From an optimization exercise on the open Yosys and OpenROAD flow, aimed at small area, a short achievable clock period and few clock cycles per item; shortcuts taken in it are not production practice. Only the layout flow was run in this run; the RTL was not checked for function there.

**flow/config.mk**
```make
export PLATFORM = sky130hd
export DESIGN_NAME = SQRT
export DESIGN_NICKNAME = SQRT
export VERILOG_FILES = /design/flow/design.v
export SDC_FILE = /design/flow/constraint.sdc
export NUM_CORES = 4
export LEC_CHECK = 0
export ABC_AREA = 1
export CAP_MARGIN = 20
export CORE_MARGIN = 2
export CORE_UTILIZATION = 40
export CTS_BUF_LIST = sky130_fd_sc_hd__clkbuf_4
export SLEW_MARGIN = 20
```
**flow/constraint.sdc**
```tcl
create_clock -name core_clock -period 34.0 [get_ports {CLK}]
set_input_delay 6.8000 -clock core_clock [delete_from_list [all_inputs] [get_ports {CLK}]]
set_output_delay 6.8000 -clock core_clock [all_outputs]
set_load 0.01 [all_outputs]
```
**flow/design.v**
```verilog
module SQRT(
	CLK, RST,
	START,
	DATA_IN,
	DATA_OUT,
	DONE
);
input			CLK, RST;
input			START;
input [15:0]	DATA_IN;
output [15:0]	DATA_OUT;
output			DONE;
reg			done_r;		 
reg			init_r;		 
reg [2:0]	iter;		 
reg			first;		 
reg [1:0]	nib;		 
reg [15:0]	X;			 
reg [15:0]	G;			 
reg [11:0]	A;			 
reg [7:0]	R;			 
function [8:0] DSTEP;
	input [7:0] r;
	input       b;
	input [7:0] d;
	reg   [7:0] t, g, p, gn, pn;
	reg         q;
	integer     i, k;
	begin
		t = {r[6:0], b};
		for (i = 0; i < 8; i = i + 1) begin
			g[i] = ~t[i] & d[i];
			p[i] = ~(t[i] ^ d[i]);
		end
		for (k = 1; k < 8; k = k * 2) begin
			gn = g; pn = p;
			for (i = k; i < 8; i = i + 1) begin
				gn[i] = g[i] | (p[i] & g[i-k]);
				pn[i] = p[i] & p[i-k];
			end
			g = gn; p = pn;
		end
		q = r[7] | ~g[7];
		DSTEP[8] = q;
		DSTEP[0] = q ? (t[0] ^ d[0]) : t[0];
		for (i = 1; i < 8; i = i + 1)
			DSTEP[i] = q ? (t[i] ^ d[i] ^ g[i-1]) : t[i];
	end
endfunction
wire [7:0]	gi    = G[15:8];
wire		last  = (nib == 2'd3);
reg [3:0]	xb;
always @(*) begin
	case (nib)
	2'd0: xb = X[15:12];
	2'd1: xb = X[11:8];
	2'd2: xb = X[7:4];
	default: xb = X[3:0];
	endcase
end
wire [7:0]	r0 = first ? (nib[0] ? {4'b0000, X[15:12]} : 8'd0) : R;
wire [8:0]	s3 = DSTEP(r0,       xb[3], gi);
wire [8:0]	s2 = DSTEP(s3[7:0],  xb[2], gi);
wire [8:0]	s1 = DSTEP(s2[7:0],  xb[1], gi);
wire [8:0]	s0 = DSTEP(s1[7:0],  xb[0], gi);
wire [3:0]	qn = {s3[8], s2[8], s1[8], s0[8]};
reg [3:0]	gb;
always @(*) begin
	case (nib)
	2'd0: gb = G[15:12];
	2'd1: gb = G[11:8];
	2'd2: gb = G[7:4];
	default: gb = G[3:0];
	endcase
end
wire [11:0]	ain = first ? {8'd0, nib[0] ? G[15:12] : 4'd0} : A;
wire [11:0]	hi0 = ain;
wire [11:0]	hi1 = ain + 12'd1;
wire [4:0]	lo  = {1'b0, gb} + {1'b0, qn};
wire [15:0]	sum = {lo[4] ? hi1 : hi0, lo[3:0]};
function SKIPS;
	input [11:0] h;		 
	input [3:0]  xt;	 
	begin
		SKIPS = (|h[11:9]) | (xt < h[8:5]);
	end
endfunction
wire		sk0 = SKIPS(hi0, X[15:12]);
wire		sk1 = SKIPS(hi1, X[15:12]);
wire		skn = lo[4] ? sk1 : sk0;
wire [15:0]	ea  = {X[15:4], 4'b0000};
wire [15:0]	eb  = ~{3'b000, X[15:4], 1'b0};
wire [15:0]	ek  = 16'h0038;
wire [15:0]	ex  = ea ^ eb ^ ek;
wire [15:0]	ec  = (ea & eb) | (ek & (ea ^ eb));
wire [15:0]	ey  = {ec[14:0], 1'b1};
reg  [15:0]	g0;
reg  [16:0]	gc;
integer		j;
always @(*) begin
	gc[0] = 1'b0;
	for (j = 0; j < 16; j = j + 1) begin
		g0[j]   = ex[j] ^ ey[j] ^ gc[j];
		gc[j+1] = (ex[j] & ey[j]) | (gc[j] & (ex[j] ^ ey[j]));
	end
end
wire		take = done_r & START;
wire		sk_in = |X[15:8] | (&X[7:4]);
always @(posedge CLK or posedge RST) begin
	if (RST)
		init_r <= 1'b0;
	else
		init_r <= take;
end
always @(posedge CLK or posedge RST) begin
	if (RST)
		done_r <= 1'b1;
	else if (done_r)
		done_r <= ~START;
	else if (!init_r && last && iter == 3'd4)
		done_r <= 1'b1;
end
always @(posedge CLK) begin
	R   <= s0[7:0];
	A   <= sum[11:0];
end
always @(posedge CLK) begin
	if (take)
		X     <= DATA_IN;
	if (init_r) begin
		G     <= g0;
		iter  <= 3'd0;
		first <= 1'b1;
		nib   <= {1'b0, sk_in};
	end else if (!done_r) begin
		if (last) begin
			G     <= {1'b0, sum[15:1]};
			iter  <= iter + 3'd1;
			first <= 1'b1;
			nib   <= {1'b0, skn};
		end else begin
			first <= 1'b0;
			nib   <= nib + 2'd1;
		end
	end
end
assign DONE     = done_r;
assign DATA_OUT = G;
endmodule
```
**flow/flow/run.sh**
```bash
#!/bin/bash
set -euo pipefail
bash standard.sh SETUP_SLACK_MARGIN=25.5 "BUFFER_PORTS_ARGS=-buffer_cell sky130_fd_sc_hd__buf_2" finish > make_finish.log 2>&1
```
**flow/standard.sh**
```bash
#!/bin/bash
# synth_recipe.tcl (not shown) runs the flow's synth.tcl, then flattens the netlist and writes it again
# the make line also repeats each setting of config.mk as NAME=value (left out here)
make -C /OpenROAD-flow-scripts/flow DESIGN_CONFIG=/design/flow/config.mk WORK_HOME=/design/flow/orfs CLKGATE_MAP_FILE= SYNTH_SCRIPT=/design/flow/synth_recipe.tcl "${@:-finish}"
```
==> reports/results.tsv <==
metric	value	unit
Setup Crit Path Kind	register to output pin	
Avg Inst Size Synth	7.45	µm²
Synthesized Nets	856	
most numerous cell in the Yosys netlist	nand2_1	
Worst EP arrival	1.42	ns
share of cells above drive strength 1	19.2	%
Final min period	8.22	ns
clk sink count	60	
Initial DRC Count	491	
Reg clk slew, reported paths	0.11	ns
Buffers on Ports	35	
crit-path cells	buf_2	
vias in the first global route	4851	
DP Cell Count	964	
row cnt	43	
Starting Density	40.9	%
largest net degree at the start of global routing	36	
outcome	timing/DRC/antenna clean	
Placer Congestion	0.885	
synth unique cells	49	
Worst Hold Class	register to register	
post-synthesis sequential area ratio	27.3	%
die area	0.0151	mm²
Post-Layout Cell Count	1006	
DP HPWL	11500	µm
Skew-Pair Late Insertion Delay	0.41	ns
Hold Buf Count CTS	0	
RSZ-0062 raised after global routing	false	
Worst Tran Pin Value	0.961	ns
startpoint types	register	
Ant. Diodes	0	
Die Y	123	µm
Synth async-reset ratio	3.33	%
Routed wire per std cell	15.4	µm
Total Wirelength	15500	µm
GR Overflow Total	0	
crit path max-delay cell type	edfxtp_1	
Final period util	24.2	%
Final Setup Violations	0	
DR vias/cell	5.08	
WP buf/inv	1	
Max-Cap Viols	0	
1st-pass router iterations	5	
CP Max Fanout	6	
Hold Fails Final Rpt	0	
Largest stage delay, worst path	0.76	ns
post-route ant nets	0	
max-slew violations	0	
P&R area growth vs syn	16.3	%
Die Width	123	µm
EDFF count, synth	33	
commonest cells in the synthesized netlist	nand2_1 (207), inv_1 (142), ha_1 (62)	
largest cells by area after synthesis	edfxtp_1 (18%), nand2_1 (14%), ha_1 (14%), inv_1 (9.4%), dfxtp_1 (8.9%)	
area share of the largest cell type after synthesis	17.5	%
root buffer cell	clkbuf_4	
mapped cell area	0.00565	mm²
# DRC	0	
CP Data Required Time	27.20	ns
Slew Limit Headroom	35.5	%
Fmax	0.122	GHz
Final Net Count	918	
global-route wire length before repair	24400	µm
initial antenna violation count	0	
cts bufs inserted	9	
TritonCTS clock tree	done	
io pins	36	
clk_skew	0.00932	ns
maximum buffer depth of the clock tree	2	
htree depth	3	
GRT Overall Usage	21.1	%
CP top delay family	flip-flops	
critical path endpoint category	output pin	
final setup TNS	0	ns
Yosys reg bits	60	
core area	0.0138	mm²
cell taking the most area after synthesis	edfxtp_1	
post-synthesis cell count	759	
Synth Flop Type	edfxtp_1	
synth warn	1	
via count	5111	
[cells in the final DEF (no fill, tap or decap), types with 10 or more instances in the layout]
cell type,instances
o21ai_0,18
xor2_1,14
inv_1,137
edfxtp_1,33
o22ai_1,10
buf_4,24
buf_2,35
ha_1,49
dfxtp_1,24
nand2_1,204
fa_1,12
xnor2_1,11
nor2_1,27
nand2_2,15
nand4_1,13
a21oi_1,29
o21ai_1,12
nand3_1,53
ha_4,12
[path summary, 6_finish.rpt]
| kind | slack, ns | depth (start not counted) | start | to |
|---|---|---|---|---|
| setup reg to reg | 25.96 | 59 | nib[0]$_DFFE_PP_ | G[13]$_DFFE_PP_ |
| hold / removal | 0.48 | 2 | iter[2]$_SDFFE_PP0P_ | iter[2]$_SDFFE_PP0P_ |
| max in group asynchronous | 27.59 | 2 | RST | done_r$_DFF_PP1_ |
| hold reg to reg | 0.48 | 2 | iter[2]$_SDFFE_PP0P_ | iter[2]$_SDFFE_PP0P_ |
| min in group asynchronous | 6.21 | 2 | RST | init_r$_DFF_PP0_ |
| setup / recovery | 25.78 | 1 | G[11]$_DFFE_PP_ | DATA_OUT[11] |
[sequential cells by signal (all words and copies together), names as in the netlist]
signal  count
init_r      1
A          12
X          16
G          16
nib         2
first       1
R           8
iter        3
done_r      1
[kinds of logic (layout without fill, tap and decap cells)]
kind of cell	count (synthesis)	after routing	synth area share, %
adder cells (fa/ha/maj)	78	78	19.4
buffers and inverters	157	222	11.2
flip-flops	60	60	27.3
AO/OA/AOI/OAI	86	87	8.72
AND/OR/NAND/NOR	351	352	29.1
XOR/XNOR	27	27	4.32
[metrics by stage]
| step | worst slack, ns | hold slack, ns | util (%) | instance area [µm²] |
|---|---|---|---|---|
| 2_1_floorplan | 25.85 | 0.435 | - | 5650 |
| 3_3_place_gp | 25.03 | 0.454 | 43.2 | 5980 |
| 3_5_place_dp | 24.79 | 0.459 | 43.2 | 5980 |
| 4_1_cts | 25.53 | 0.482 | 44.9 | 6210 |
| 5_1_grt | 25.42 | 0.514 | 47.6 | 6580 |
| 6_report | 25.78 | 0.480 | 47.6 | 6580 |
[layout make-up]
cell class              instances  area (µm²)
clock buffers                   9        67.6
clock inverters                 7        66.3
fillers                      1380        7250
inverters                     147         567
multi-input cells             544        3750
flip-flops and latches         60        1540
well taps                     180         225
repair buffers                 59         355
[metal layers]
layer | track usage, % | part of all wire, % | wire length, µm | vias up
met1 | 29.6 | 47 | 7310 | 2362
met2 | 33.4 | 45 | 6940 | 147
met4 | 7.11 | 2.5 | 391 | 0
li1 | - | - | - | 2575
met5 | 0 | 0 | 0 | -
met3 | 2.86 | 5.3 | 826 | 27
[what timing repair did]
| action | in CTS | in global routing |
|---|---|---|
| setup endpoints to repair | 22 | 26 |
| cloned | 1 | 1 |
| setup buffers | 6 | 18 |
| gates resized for setup | 9 | 45 |
| pin swaps | 2 | 13 |

what the ideal ports hide:
In the flow no input, the clock included, has a driving cell. The finished layout below was timed again as built, in two steps.
Step 1, drivers: a clkbuf_16 drives CLK and a buf_2 each remaining input, both assumed.
Step 2 moves the port delays by t, midway between the first and last clock arrival at a register: inputs arrive t later, outputs are due t later. That takes back most of the time a late clock gives input paths.
Three values: ideal, step 1, step 2; two values: the first two.
t (ns): 0.433
setup slack, ns: 25.782 / 25.755 / 25.965
worst setup path after step 2: register to register
clock arrival spread, ns: 0.009 / 0.010
worst register clock-pin slew, ns: 0.11 / 0.11
After both steps this run still meets setup and hold. For this run, drivers alone change the setup slack by -0.027 ns; drivers and shift together by +0.183 ns.
